Source: an optimization exercise on an open RTL-to-GDS flow (aim: small area and a short achievable clock period). Production flows keep margins and buffers that such runs may drop. The RTL was checked by simulation tests, not by an equivalence proof against the original design.

==> flow/design.v <==
module mult32(input clk,
	      input rst,
	      input en,
	      input [31:0] a,
	      input [31:0] b,
	      output [31:0] z,
				output output_ready);
reg [49:0] temp_out ;
reg s_a, s_b, s_z;
reg [9:0] e_a, e_b, e_z;
reg [23:0] m_a, m_b, m_z;
reg guard, round, lonz;
reg [31:0] Z, temp2;
reg out_ready;
reg [31:0] z_q;
reg out_ready_q;
reg [5:0] diff2;
reg [15:0] val16;
reg [7:0] val8;
reg [3:0] val4;
always@(posedge clk)
begin
	if(rst == 1)
	begin
		Z = 32'd0;
		out_ready = 0;
	end
	else if(en == 0)
	begin
		out_ready = 0;
	end
	else if(en == 1)
	begin 
		s_a = a[31];
		s_b = b[31];
		e_a = a[30:23] - 127;
		e_b = b[30:23] - 127;
		m_a[22:0] = a[22:0];
		m_b[22:0] = b[22:0];
		m_a[23] = 1;
		m_b[23] = 1;
		if((e_a == 128 && m_a[22:0] != 0) || (e_b == 128 && m_b[22:0] != 0))
		begin
			Z[31] = 1;
			Z[30:23] = 8'hff;
			Z[22] = 1;
			Z[21:0] = 0;
			out_ready = 1;
		end
		else if(e_a == 128)
		begin
			if(($signed(e_b) == -127) && (m_b[22:0] == 0))
			begin
				Z[31] = 1;
				Z[30:23] = 8'hff;
				Z[22] = 1;
				Z[21:0] = 0;
				out_ready = 1;
			end
			else
			begin
				Z[31] = s_a ^ s_b;
				Z[30:23] = 8'hff;
				Z[22:0] = 0;
				out_ready = 1;
			end
		end
		else if(e_b == 128)
		begin
			if(($signed(e_a) == -127) && (m_a[22:0] == 0))
			begin
				Z[31] = 1;
				Z[30:23] = 8'hff;
				Z[22] = 1;
				Z[21:0] = 0;
				out_ready = 1;
			end
			else
			begin
				Z[31] = s_a ^ s_b;
				Z[30:23] = 8'hff;
				Z[22:0] = 0;
				out_ready = 1;
			end
		end
		else if($signed(e_a) == -127 && m_a[22:0] == 23'd0)  	
		begin	   
			Z[31] = s_a ^ s_b;
			Z[30:23] = 0;
			Z[22:0] = 0;
			out_ready = 1;
		end
		else if($signed(e_b) == -127 && m_b[22:0] == 23'd0)	
		begin	   
			Z[31] = s_a ^ s_b;
			Z[30:23] = 0;
			Z[22:0] = 0;
			out_ready = 1;
		end
		else
		begin
			s_z = s_a ^ s_b;
			e_z = e_a + e_b + 1;
			temp_out = m_a * m_b * 4;
			m_z = temp_out [49:26];
			guard = temp_out [25];
			round = temp_out [24];
			lonz = (temp_out[23:0] != 0);
			if(m_z[23] == 0)
			begin
				temp2 [23:0] = m_z[23:0];
				temp2 [31:24] = 0;
				if (temp2 == 0)
				begin 
					diff2 = 32;
				end
				else
				begin
    			diff2[5] = 1'b0;
  		  	diff2[4] = (temp2[31:16] == 16'b0);
    			val16 = diff2[4] ? temp2[15:0] : temp2[31:16];
    			diff2[3] = (val16[15:8] == 8'b0);
    			val8 = diff2[3] ? val16[7:0] : val16 [15:8];
    			diff2[2] = (val8[7:4] == 4'b0);
    			val4 = diff2[2] ? val8[3:0] : val8[7:4];
    			diff2[1] = (val4[3:2] == 2'b0);
    			diff2[0] = diff2[1] ? ~val4[1] : ~val4[3];
				end
				m_z = m_z << (diff2 - 8);
				e_z = e_z - (diff2 - 8);
			end
			if (guard && (round | lonz | m_z[0]))
			begin
				m_z = m_z + 1;
				if(m_z == 24'hffffff)
				begin
					e_z = e_z + 1;
				end
			end
			Z[22:0] = m_z [22:0];
			Z[31:23] = e_z [7:0] + 127;	
			Z[31] = s_z;
			if($signed(e_z) < -126)
			begin
				Z[31:0] = 0; 
			end
			if($signed(e_z) == -126 && m_z[23] == 0)
			begin
				Z[30:23] = 0;
			end	
			if($signed(e_z) > 127)
			begin
				Z[22:0] = 0;
				Z[30:23] = 8'hff;
				Z[31] = s_z;
			end
			out_ready = 1;		
		end
	end
	z_q <= Z;
	out_ready_q <= out_ready;
end
assign z = z_q;
assign output_ready = out_ready_q;
endmodule	
module adder32(input clk,
						 input rst,
						 input en,
						 input [31:0] a,
						 input [31:0] b,
						 output [31:0] z,
						 output output_ready);
reg s_a, s_b, s_z;
reg [9:0] e_a, e_b, e_z, e_min, diff;
reg [26:0] m_a, m_b;
reg [23:0] m_z;
reg [27:0] temp;
reg guard, round, lonz;
reg [31:0] Z, temp2;
reg out_ready;
reg [31:0] z_q;
reg out_ready_q;
reg [5:0] diff2;
reg [15:0] val16;
reg [7:0] val8;
reg [3:0] val4;
always@(posedge clk)
begin		
	if(rst == 1)
	begin
		diff = 0;
		diff2 = 0;
		Z = 32'd0;
		out_ready = 0;
		temp = 0;
	end
	else if (en == 0)
	begin
		out_ready = 0;
	end
	else if (en == 1)
	begin
		s_a = a[31];
		s_b = b[31];
		e_a = a[30:23] - 127;
		e_b = b[30:23] - 127;
		m_a[26] = 1;
		m_b[26] = 1;
		m_a [25:3]= a[22:0];
		m_b [25:3]= b[22:0];
		m_a [2:0] = 3'd0;
		m_b [2:0] = 3'd0;
		if((e_a == 128 && m_a[25:0] != 0) || (e_b == 128 && m_b[25:0] != 0))
		begin
			Z[31] = 1;
			Z[30:23] = 8'hff;
			Z[22] = 1;
			Z[21:0] = 0;
			out_ready = 1;
		end
		else if(e_a == 128)
		begin
			Z[31] = s_a;
			Z[30:23] = 8'hff;
			Z[22:0] = 0;
			out_ready = 1;
		end
		else if(e_b == 128)
		begin
			Z[31] = s_b;
			Z[30:23] = 8'hff;
			Z[22:0] = 0;
			out_ready = 1;
		end
		else if(($signed(e_a) == -127 && m_a[25:0] == 0) && ($signed(e_b) == -127 && m_b[25:0] == 0))
		begin	   
			Z[31] = s_a & s_b;
			Z[30:23] = 0;
			Z[22:0] = 0;
			out_ready = 1;
		end
		else if($signed(e_a) == -127 && m_a[25:0] == 0) 	
		begin	   
			Z[31] = s_b;
			Z[30:23] = e_b[7:0] + 127;
			Z[22:0] = m_b[25:3];
			out_ready = 1;
		end
		else if($signed(e_b) == -127 && m_b[25:0] == 0)  	
		begin	   
			Z[31] = s_a;
			Z[30:23] = e_a[7:0] + 127;
			Z[22:0] = m_a[25:3];
			out_ready = 1;
		end
		else if(($signed(e_a) == $signed(e_b)) && (m_a == m_b) && (s_a != s_b))			
		begin
			Z[31] = 0;
			Z[30:23] = 0;
			Z[22:0] = 0;
			out_ready = 1;
		end
		else
		begin
			if($signed(e_a) > $signed(e_b))
			begin
				diff = e_a - e_b;
				e_b = e_b + diff;
				m_b = m_b >> diff;
				m_b[0] = m_b[0] | m_b[1];
			end
			else if ($signed(e_a) < $signed(e_b))
			begin
				diff = e_b - e_a;
				e_a = e_a + diff;
				m_a = m_a >> diff;
				m_a[0] = m_a[0] | m_a[1];
			end
			e_z = e_a;
			if(s_a == s_b)
			begin
				temp = m_a + m_b;
				s_z = s_a;
			end
			else
			begin
				if(m_a >= m_b)
				begin
					temp = m_a - m_b;
					s_z = s_a;
				end
				else
				begin
					temp = m_b - m_a;
					s_z = s_b;
				end
			end
			if(temp[27] == 1)
			begin
				m_z = temp[27:4];
				e_z = e_z + 1;
				guard = temp[3];
				round = temp[2];
				lonz = temp[1] | temp[0];
			end
			else
			begin
				m_z = temp[26:3];
				guard = temp[2];
				round = temp[1];
				lonz = temp[0];
				m_z[0] = guard;
			end
			if(m_z [23] == 0)
			begin
				temp2 [23:0] = m_z;
				temp2 [31:24] = 0;
				if (temp2 == 0)
				begin 
					diff2 = 32;
				end
				else
				begin
    			diff2[5] = 1'b0;
  		  	diff2[4] = (temp2[31:16] == 16'b0);
    			val16 = diff2[4] ? temp2[15:0] : temp2[31:16];
    			diff2[3] = (val16[15:8] == 8'b0);
    			val8 = diff2[3] ? val16[7:0] : val16 [15:8];
    			diff2[2] = (val8[7:4] == 4'b0);
    			val4 = diff2[2] ? val8[3:0] : val8[7:4];
    			diff2[1] = (val4[3:2] == 2'b0);
    			diff2[0] = diff2[1] ? ~val4[1] : ~val4[3];
				end
				m_z = m_z << (diff2 - 8);
				e_z = e_z - (diff2 - 8);
			end
			if(guard && (round | lonz | m_z[0]))
			begin
				m_z = m_z + 1;
				if(m_z == 24'hffffff)
				begin
					e_z = e_z + 1;
				end
			end
			Z[22:0] = m_z [22:0];
			Z[30:23] = e_z[7:0] + 127;	
			Z[31] = s_z;
			if($signed(e_z) < -126)
			begin
				Z[31:0] = 0; 
			end
			if($signed(e_z) == -127 && m_z[23] == 0)
				Z[30:23] = 0;
			if ($signed(e_z) == -127 && m_z[23:0] == 24'h0)
			          Z[31] = 0;  
			if($signed(e_z) > 127)
			begin
				Z[22:0] = 0;
				Z[30:23] = 8'hff;
				Z[31] = s_z;
			end
			out_ready = 1;	
		end
	end
	z_q <= Z;
	out_ready_q <= out_ready;
end
assign z = z_q;
assign output_ready = out_ready_q;
endmodule
module PE (input [31:0] x, input [31:0] w, input [31:0] acc, output reg [31:0] res, input clk, output reg [31:0] wout);
  reg [31:0] S1;
  wire [31:0] addout,multout;
  always @(posedge clk) begin
    res <= addout;
    wout <= w;
  end
mult32 m1(.clk(clk),.en(1'b1),.rst(1'b0),.a(x),.b(w),.z(multout),.output_ready());
adder32 a1(.clk(clk),.en(1'b1),.rst(1'b0),.a(multout),.b(acc),.z(addout),.output_ready());
endmodule
==> flow/run.sh <==
#!/bin/bash
# synth_recipe.tcl (not shown) runs the flow's synth.tcl, then flattens the netlist and writes it again
# the make line also repeats each setting of config.mk as NAME=value (left out here)
make -C /OpenROAD-flow-scripts/flow DESIGN_CONFIG=/design/flow/config.mk WORK_HOME=/design/flow/orfs CLKGATE_MAP_FILE= SYNTH_SCRIPT=/design/flow/synth_recipe.tcl finish
==> flow/config.mk <==
export PLATFORM = sky130hd
export DESIGN_NAME = PE
export DESIGN_NICKNAME = PE
export VERILOG_FILES = /design/flow/design.v
export SDC_FILE = /design/flow/constraint.sdc
export NUM_CORES = 4
export LEC_CHECK = 0
export CAP_MARGIN = 20
export CORE_MARGIN = 2
export CORE_UTILIZATION = 40
export SLEW_MARGIN = 20
==> flow/constraint.sdc <==
create_clock -name core_clock -period 18.0 [get_ports {clk}]
set_input_delay 3.6000 -clock core_clock [delete_from_list [all_inputs] [get_ports {clk}]]
set_output_delay 3.6000 -clock core_clock [all_outputs]
set_load 0.01 [all_outputs]
==> run notes <==
status finished clean; synthesized instance count about 5600; Hold Buf Count CTS 0; total of max-cap violations 0; Max clock buf depth 2; initial antenna violation count 3; Antenna Nets Post-Route 0; met2 usage between 50% and 60%; largest net degree at the start of global routing 53; CTS tree built; Synth Area in Simple Gates 22.7%; DIE HEIGHT 333 µm; RR Startpoint m1.z_q[23]; grt met1 use between 30 and 40%; Req. time, crit path about 18 ns; final setup violation count 0; first-pass GRT wire length ~260000 µm; ant diodes 0; YS warnings 3; area of the core approximately 110000 µm²; flop-to-flop setup slack 3.72 ns; Synth cell types 137; Synth Area in Adders a little under a third; Synth top cells by count nand2_1 (713), inv_1 (650), fa_1 (488); Final nets 6819; layer with the highest usage met2; Synth Area in XOR/XNOR approximately 4.8%; Critical Path Start acc[25]; CP endpoint kind register; Tmin final 17.31 ns; Bufs and invs on worst path 9; f_max ~0.058 GHz; share of layout cells above drive strength 1 between 10 and 15%; crit-path max FO 13; Overflow after GRT 0; Top-Level Pins 161; Worst setup SP type input port; Vias per Instance just under 6; FF-to-FF End a1.z_q[25]; Worst path most repeated cell buf_4; register bit total from synthesis between 100 and 150; Worst path slowest cell clkdlybuf4s50_1; Seq/Total Area, Yosys under 10%; synth top area cells fa_1 (23%), ha_1 (9.2%), nand2_1 (6.2%); async set-reset flop share out of synthesis 0%; met3 GRT Util 3.54%; CTS Buf Count 17; root buffer cell clkbuf_16; cell taking the most area after synthesis fa_1; DRC errors left 0; gr usage total 30.4%; CP max stage delay roughly 0.68 ns; Final Max Tran Viols 0; Iter 0 DRT Violations approximately 4100; critical path class in -> reg; Syn Std Cell Area about 43000 µm²; area share of the largest cell type after synthesis about 23%; worst setup path endpoint a1.z_q[25]; H-tree levels 4; DRT Wirelength between 150000 and 200000 µm; Period Utilization, post-route 96.2%; largest family of logic cells by synthesized area adder cells; Starting Density 40.3%; clk_skew 0.0571 ns; via count 43700; clock latency on the worst-skew pair ~0.52 ns; Post-synth EDFFs 0; Worst Path Arrival between 15 and 20 ns; Pre-antenna DRT Iters 9; TNS Setup 0 ns; multiplexer share of the synthesized area a little under 6%; post-DP HPWL about 140000 µm; Die Wd ~330 µm; hold path depth 0; Mapped Avg Cell Area ~7.7 µm²; unrepaired setup endpoints after global routing false; P&R area growth vs syn 14.2%; measured slew at the worst slew-check pin approximately 1.1 ns; Compound-Gate Fraction of Synth Area ~20%; clock sinks 128; DR WL/cell between 20 and 25 µm; clock-pin slew on the worst setup and hold paths ~0.12 ns; Reg2Reg Depth 54; count of buffers from port buffering 160; Primary FF master, synth dfxtp_1; Critical Path Stages 55; Die ar. 111000 µm²; dpl ws 0.304 ns; most frequent cell after synthesis nand2_1; relative slew slack about 28%; PnR worst setup slack around 0.69 ns; Hold Violations, Final 0; cell family with most CP delay simple AND/OR/NAND/NOR gates; HP Class reg -> reg; placer congestion estimate about 1.0; vias in the first global route 44000; cell row count 120
-- cell families (layout without fill, tap and decap cells) --
kind of cell,Yosys count,count (layout)
fa+ha+maj,812,812
buf+inv,966,1297
xor+xnor,235,235
simple gates,1999,1999
other cells,1,7
compound gates,1230,1230
mux,223,223
flops,128,128
-- metrics by stage --
stage / cell area [µm²] / hold slack, ns / utilization [%] / instances
floorplan: 43200 / 0.310 / - / 5600
global placement: 48700 / 0.312 / 45.5 / 7302
detailed placement: 48700 / 0.312 / 45.5 / 7302
CTS: 49300 / 0.295 / 46.0 / 7334
global route: 49300 / 0.313 / 46.1 / 7334
finish: 49300 / 0.290 / 46.1 / 7334
-- state kept, by name, indices dropped and copies added, names as in the netlist --
| signal | flops |
|---|---|
| a1.z_q | 32 |
| m1.z_q | 32 |
| wout | 32 |
| res | 32 |
-- metal layers --
layer | part of all wire (%) | vias up
li1 | - | 19900
met1 | 42 | 21400
met2 | 47 | 1904
met3 | 6.5 | 442
met4 | 5.1 | 0
met5 | 0 | -
-- timing repair --
action,in CTS,in global routing
setup buffers,0,0
endpoints found under the setup margin,0,51
resized for setup,0,7
-- placed cells by master, fill, tap and decap left out, drive strengths merged, types with 30 or more instances in the layout --
cell type / netlist / routed
nor3: 130 / 130
buf: 68 / 438
dfxtp: 128 / 128
o211ai: 44 / 44
and2: 275 / 275
xor2: 72 / 72
ha: 316 / 316
and3: 61 / 61
nand3: 154 / 154
nand4: 66 / 66
o21a: 39 / 39
o21ai: 227 / 227
clkdlybuf4s50: 0 / 160
o31ai: 35 / 35
nand2: 715 / 715
nor4: 63 / 63
a21o: 68 / 68
xnor2: 163 / 163
nand2b: 35 / 35
nor2b: 30 / 30
mux2: 34 / 34
a211oi: 56 / 56
o21bai: 44 / 44
a31oi: 83 / 83
a21oi: 280 / 280
nor2: 343 / 343
mux2i: 170 / 170
fa: 488 / 488
inv: 662 / 672
-- layout make-up --
class,count,area (µm²)
well taps,1403,1760
clock buffers,17,425
repair buffers,598,4950
inverters,667,2510
flip-flops and latches,128,2560
multi-input cells,4506,36900
clock inverters,15,164
fillers,10900,57700
-- how the worst min path moves through the flow --
stage	endpoint	from	slack, ns
after CTS	res[15]	a1.z_q[15]	0.30
after global placement	res[10]	a1.z_q[10]	0.31
after detailed placement	res[27]	a1.z_q[27]	0.31
after floorplan	res[0]	a1.z_q[0]	0.31
final	res[15]	a1.z_q[15]	0.29
after global routing	res[15]	a1.z_q[15]	0.31

-- separate check: timing with driven ports --
Ports are ideal in the flow. The routed layout listed here was re-timed in OpenROAD. Step 1: set_driving_cell puts a clkbuf_16 on clk and a buf_2 on each other input, an assumption about the parent block. Step 2 times the ports against the registers' clock, not the clock port: input delays grow and output delays shrink by t, the midpoint of the rising clock arrivals with the driver on. a / b / c = ideal / step 1 / step 2; a / b = the first two.
t (ns): 0.560
slack for setup (ns): 0.689 / 0.728 / 0.168
hold WS [ns]: 0.290 / 0.290 / 0.290
clock arrival spread, ns: 0.058 / 0.057
worst data-port slew with drivers (ns): 0.05
After both steps this run still meets setup and hold. The setup slack of this run moves by +0.039 ns with the drivers and by -0.521 ns with both steps.
